From an optimization exercise on the open Yosys and OpenROAD flow, aimed at small area and a short achievable clock period; shortcuts taken in it are not production practice. In this exercise RTL edits were held to simulation tests only and were not proved equivalent to the original.

===== flow/constraint.sdc =====
create_clock -name core_clock -period 130.0 [get_ports {hclk_i}]
set_input_delay 26.0000 -clock core_clock [delete_from_list [all_inputs] [get_ports {hclk_i}]]
set_output_delay 26.0000 -clock core_clock [all_outputs]
set_load 0.01 [all_outputs]

===== flow/design.v =====
module ahb_slave_if
#(parameter WIDTH=32)
(
    input   wire                hclk_i,
    input   wire                hresetn_i,
    input   wire                hsel_i,
    input   wire[WIDTH-1:0]     haddr_i,
    input   wire                hwrite_i,
    input   wire[1:0]           htrans_i,
    input   wire[2:0]           hsize_i,
    input   wire[2:0]           hburst_i,
    input   wire[WIDTH-1:0]     hwdata_i,
    input   wire[3:0]           hmaster_i,
    input   wire                hmastlock_i,
    output  reg[WIDTH-1:0]      hrdata_o,
    output  wire                hready_o,
    output  wire[1:0]           hresp_o,
    output  wire[15:0]          hsplit_o,
    output   wire               enable_o,
    output   wire[1:0]          opcode_o,
    output   wire[15:0]         operate_a_o,
    output   wire[15:0]         operate_b_o
);
parameter IDLE   = 2'b00;
parameter BUSY   = 2'b01;
parameter NONSEQ = 2'b10;
parameter SEQ    = 2'b11;
wire hwrite;
wire hread ;
reg             enable_r;
reg[1:0]        opcode_r;
reg[15:0]       operate_a_r;
reg[15:0]       operate_b_r;
reg[WIDTH-1:0]  res_r;
reg             hwrite_r;
reg[1:0]        htrans_r;
reg[2:0]        hsize_r;
reg[2:0]        hburst_r;
reg[WIDTH-1:0]  haddr_r;
assign hready_o = 1'b1;
assign hresp_o = 2'b00;
assign hsplit_o = 16'b0;
assign hwrite = hwrite_r && (htrans_r==NONSEQ || htrans_r==SEQ);
assign hread  = !hwrite_r && (htrans_r==NONSEQ || htrans_r==SEQ);
assign enable_o = enable_r;
assign opcode_o = opcode_r;
assign operate_a_o = operate_a_r;
assign operate_b_o = operate_b_r;
always @(posedge hclk_i or negedge hresetn_i) 
  begin
    if(!hresetn_i)
      begin
        hwrite_r    <= 1'b0;
        htrans_r    <= 2'b0;
        hsize_r     <= 3'b0;
        hburst_r    <= 3'b0;
        haddr_r     <= 32'b0;
      end
    else if(hsel_i)
      begin
        hwrite_r    <= hwrite_i;
        htrans_r    <= htrans_i;
        hsize_r     <= hsize_i ;
        hburst_r    <= hburst_i;
        haddr_r     <= haddr_i ;
      end
    else
      begin
        hwrite_r    <= 1'b0;
        htrans_r    <= 2'b0;
        hsize_r     <= 3'b0;
        hburst_r    <= 3'b0;
      end
  end
always @(posedge hclk_i or negedge hresetn_i) 
  begin
    if(!hresetn_i)
      begin
            enable_r <= 1'b0;        
            opcode_r <= 2'b00;
            operate_a_r <= 16'b00;
            operate_b_r <= 16'b00;
      end
    else if(hwrite)
      begin
        case(haddr_r) 
          32'h00:   enable_r    <= hwdata_i[0];
          32'h04:   opcode_r    <= hwdata_i[1:0];
          32'h08:      operate_a_r <= hwdata_i[15:0];
          32'h0C:      operate_b_r <= hwdata_i[15:0];
        endcase
      end
  end
always @(*)
  begin
    hrdata_o = 32'b0;
    if(hread)
      begin
        case(haddr_r) 
          32'h00:   hrdata_o  = {31'b0,enable_r};
          32'h04:   hrdata_o  = {30'b0,opcode_r};
          32'h08:      hrdata_o  = {16'b0,operate_a_r};
          32'h0C:      hrdata_o  = {16'b0,operate_b_r}; 
          default:        hrdata_o  = 32'b0;
        endcase
      end
  end
endmodule
module ahb_slave_calc 
#(parameter WIDTH=32)
(
    input   wire            enable_i,
    input   wire[1:0]       opcode_i,
    input   wire[15:0]      operate_a_i,
    input   wire[15:0]      operate_b_i,
    output  reg[WIDTH-1:0]  operate_res_o
); 
parameter OPCODE_ADD = 2'b00;
parameter OPCODE_SUB = 2'b01;
parameter OPCODE_MUL = 2'b10;
parameter OPCODE_DIV = 2'b11;
always @(*)
begin
  if(enable_i)
    begin
      case(opcode_i)
          OPCODE_ADD:operate_res_o = operate_a_i + operate_b_i;
          OPCODE_SUB:operate_res_o = operate_a_i - operate_b_i;
          OPCODE_MUL:operate_res_o = operate_a_i * operate_b_i;
          OPCODE_DIV:operate_res_o = (operate_b_i == 16'b0) ? 32'hFFFFFFFF : operate_a_i / operate_b_i;
      endcase
    end
  else
    begin
      operate_res_o = 32'b0;
    end
end 
endmodule
module ahb_calc_top 
(
    input   wire           hclk_i,
    input   wire           hresetn_i,
    input   wire           hsel_i,
    input   wire[31:0]     haddr_i,
    input   wire           hwrite_i,
    input   wire[1:0]      htrans_i,
    input   wire[2:0]      hsize_i,
    input   wire[2:0]      hburst_i,
    input   wire[31:0]     hwdata_i,
    input   wire[3:0]      hmaster_i,
    input   wire           hmastlock_i,
    output  wire[31:0]     hrdata_o,
    output  wire           hready_o,
    output  wire[1:0]      hresp_o,
    output  wire[15:0]     hsplit_o,
    output  wire[31:0]     operate_res
);
wire            enable;
wire[1:0]       opcode;
wire[15:0]      operate_a;
wire[15:0]      operate_b;
ahb_slave_if ahb_slave_if_u1
                            (
                            .hclk_i(hclk_i),
                            .hresetn_i(hresetn_i),
                            .hsel_i(hsel_i),
                            .haddr_i(haddr_i),
                            .hwrite_i(hwrite_i),
                            .htrans_i(htrans_i),
                            .hsize_i(hsize_i),
                            .hburst_i(hburst_i),
                            .hwdata_i(hwdata_i),
                            .hmaster_i(hmaster_i),
                            .hmastlock_i(hmastlock_i),
                            .hrdata_o(hrdata_o),
                            .hready_o(hready_o),
                            .hresp_o(hresp_o),
                            .hsplit_o(hsplit_o),
                            .enable_o(enable),
                            .opcode_o(opcode),
                            .operate_a_o(operate_a),
                            .operate_b_o(operate_b)
                            );
ahb_slave_calc ahb_slave_calc_u1
                            (
                            .enable_i(enable),
                            .opcode_i(opcode),
                            .operate_a_i(operate_a),
                            .operate_b_i(operate_b),
                            .operate_res_o(operate_res)
                            );
endmodule  

===== flow/run.sh =====
#!/bin/bash
# synth_recipe.tcl (not shown) runs the flow's synth.tcl, then flattens the netlist and writes it again
# the make line also repeats each setting of config.mk as NAME=value (left out here)
make -C /OpenROAD-flow-scripts/flow DESIGN_CONFIG=/design/flow/config.mk WORK_HOME=/design/flow/orfs CLKGATE_MAP_FILE= SYNTH_SCRIPT=/design/flow/synth_recipe.tcl finish

===== flow/config.mk =====
export PLATFORM = sky130hd
export DESIGN_NAME = ahb_calc_top
export DESIGN_NICKNAME = ahb_calc_top
export VERILOG_FILES = /design/flow/design.v
export SDC_FILE = /design/flow/constraint.sdc
export NUM_CORES = 4
export LEC_CHECK = 0
export CAP_MARGIN = 20
export CORE_MARGIN = 2
export CORE_UTILIZATION = 40
export SLEW_MARGIN = 20

==> summary.txt <==
IO Port Bufs = 100
Worst-path maximum fanout = 34
Flops & latches, synth = 69
Yosys cell types = 136
Status = complete, no violations
Die ar. = 90300 um^2
Mapped Cells = 4618
DRT Pass-1 Iters = 5
Residual DRC = 0
I/O Pins = 164
Final Hold Viols = 0
Number of buffers created by CTS = 9
MaxCap Viol Count = 0
Global placer's final weighted congestion = 0.900
Share of the synthesized area in the top cell type = 18.9%
Initial detailed-routing violation count = 2092
Avg Cell Area, Syn = 7.61 um^2
Seq/Total Area, Yosys = 4.91%
Final Cycle Share = 93.9%
Top-count cell post-synth = ha_1
Synth Cell Area = 35200 um^2
DP Cell Count = 5798
Row Count = 108
Routed wire length per instance = 18.3 um
Top cell by count, worst path = o21a_1
CTS Sinks = 69
Initial antenna violation count = 0
Routed wire length = 106 mm
Die Span Y = 300 um
Largest net degree at the start of global routing = 70
Slew headroom = 33.0%
CP Data Required Time = 104.00 ns
P&R area growth vs syn = 8.10%
Final instance area = 38000 um^2
Ys async rst share = 100%
Die width = 300 um
Final setup viols = 0
Htree depth = 3
Share of cells above drive strength 1 = 9.00%
CTS tree = done
Hpwl dp = 84.0 mm
Max stage delay on crit path = 0.73 ns
Crit-path slowest cell = or4_1
Max Root-Sink Buffers = 2
Post-synth top flop = dfrtp_1
Synth area leaders = ha_1 (19%), fa_1 (11%), nand2_1 (5.6%)
Final worst slack = 7.90 ns
Synth area leader = ha_1
YS warnings = 2
WS Path Type = reg2out
Min Clock Period, post-route = 122.10 ns
Vias = 33.7k
DR vias/cell = 5.79
Clock-pin slew on the worst setup and hold paths = 0.05 ns
Overflow after GRT = 0
ANT nets after route = 0
Initial core utilization = 40.5%
Max frequency = 0.00819 GHz
Measured slew at the worst slew-check pin = 1.00 ns
Critical Path AT = 96.10 ns
EDFF count, synth = 0
Root Buffer = clkbuf_16
Post-route non-filler standard cell count = 5825
Slew Limit Fails = 0
Layout Skew = 0.00521 ns
First-pass GRT wire length = 171 mm
Placement Setup Slack = 3.60 ns
Post-synth top cells = ha_1 (530), nand2_1 (523), nor2_1 (393), inv_1 (328), a21oi_1 (281)
Startpoint types = flip-flop
Clock Latency Late Sink = 0.34 ns
Critical Path Sink Type = output port
Worst hold path type = reg2reg
Vias in the first global route = 32.2k
Post-layout net count = 5471
GRT Resource Usage Total = 23.3%
Post-DP Area = 37500 um^2
Core ar. = 86900 um^2
[critical path: cells and delay by family, from the launching register on]
kind / cells / cell delay [ns]
buffers and inverters: 15 / 2.97
DFF: 1 / 0.38
adders and majority gates: 31 / 9.31
and+or+nand+nor: 113 / 25.50
muxes: 17 / 5.24
AOI/OAI and AO/OA: 239 / 52.04
[cell families (layout without fill, tap and decap cells)]
family,Yosys count,after routing,synth area share (%)
compound gates,1242,1242,24.7
buf+inv,536,538,6.27
xor+xnor,224,224,5.60
fa+ha+maj,727,727,30.1
mux,191,191,6.08
other cells,2,52,0.0214
simple gates,1627,1627,22.3
flops,69,69,4.91
[layout by cell type (no fill, tap or decap), drive strengths merged, types with 49 or more instances in the layout]
master and instances:
nand2 524, fa 196, dfrtp 69, o21ai 192, conb 51, nand3 78, xor2 89, and2 95
clkdlybuf4s50 99, o31ai 144, o21a 192, a21oi 282, a21o 74, inv 329, nor3 213, buf 90
nor2 396, ha 530, mux2 143, nand2b 49, xnor2 135
[timing repair]
item,in CTS,in global routing
gates resized for setup,0,56
hold buffers,0,0
buffers inserted,0,9
setup endpoints to repair,0,2
[layout make-up]
cell class	count	area (um^2)
clock buffer	11	233
inverter	332	1250
clock inverter	5	27.5
antenna	1	2.50
timing repair buffer	190	1670
multi-input combinational	4062	31600
tap	1155	1450
sequential	69	1730
fill	8830	48900
[per-layer routing]
metal / vias to the layer above / part of all wire, % / GRT usage [%] / wire [um]
met5: - / 0 / 0 / 0
met4: 0 / 2.6 / 5.88 / 2730
met3: 109 / 5.2 / 2.51 / 5560
met2: 785 / 44 / 38.1 / 47300
met1: 16100 / 48 / 32.5 / 50800
li1: 16700 / - / - / -
[metrics by stage]
| stage | utilization [%] | TNS, ns | hold slack (ns) |
|---|---|---|---|
| after floorplan | - | 0 | 0.481 |
| after global placement | 43.1 | 0 | 0.492 |
| after detailed placement | 43.1 | 0 | 0.498 |
| after CTS | 43.4 | 0 | 0.510 |
| after global routing | 43.7 | -0.0987 | 0.519 |
| final | 43.7 | 0 | 0.508 |
[worst paths after layout]
path                                                start  cells after the start  slack (ns)                        endpoint
setup / recovery           ahb_slave_if_u1.operate_b_r[2]                    415        7.90                  operate_res[0]
hold / removal                ahb_slave_if_u1.haddr_r[21]                      1        0.51     ahb_slave_if_u1.haddr_r[21]
setup reg to reg              ahb_slave_if_u1.haddr_r[11]                      5      127.00  ahb_slave_if_u1.operate_a_r[9]
hold reg to reg               ahb_slave_if_u1.haddr_r[21]                      1        0.51     ahb_slave_if_u1.haddr_r[21]
max in group asynchronous                       hresetn_i                      2      103.51     ahb_slave_if_u1.opcode_r[1]
min in group asynchronous                       hresetn_i                      2       25.85      ahb_slave_if_u1.haddr_r[6]
[state kept, by name, summed over array words and instances, names as in the netlist]
signal and flops:
ahb_slave_if_u1.haddr_r 32, ahb_slave_if_u1.operate_a_r 16, ahb_slave_if_u1.operate_b_r 16, ahb_slave_if_u1.opcode_r 2
ahb_slave_if_u1.enable_r 1, ahb_slave_if_u1.htrans_r 1, ahb_slave_if_u1.hwrite_r 1

==> static timing again, ports no longer ideal <==
How much do the figures lean on ideal ports? The routed layout below was timed once more, with nothing changed but the port constraints.
Step 1: set_driving_cell puts a clkbuf_16 on hclk_i and a buf_2 on each other input, an assumption about the parent block.
Step 2 also shifts input and output timing later by t, the mid clock arrival at the registers, as if the neighbouring blocks saw the same clock.
Slacks: ideal ports / drivers / drivers and shift; pairs: ideal ports / drivers.
shift t [ns]: 0.381
setup slack, ns: 7.898 / 7.854 / 8.234
worst slew at a driven data input, ns: 0.07
After both steps this run still meets setup and hold. For this run, drivers alone change the setup slack by -0.044 ns; drivers and shift together by +0.336 ns.
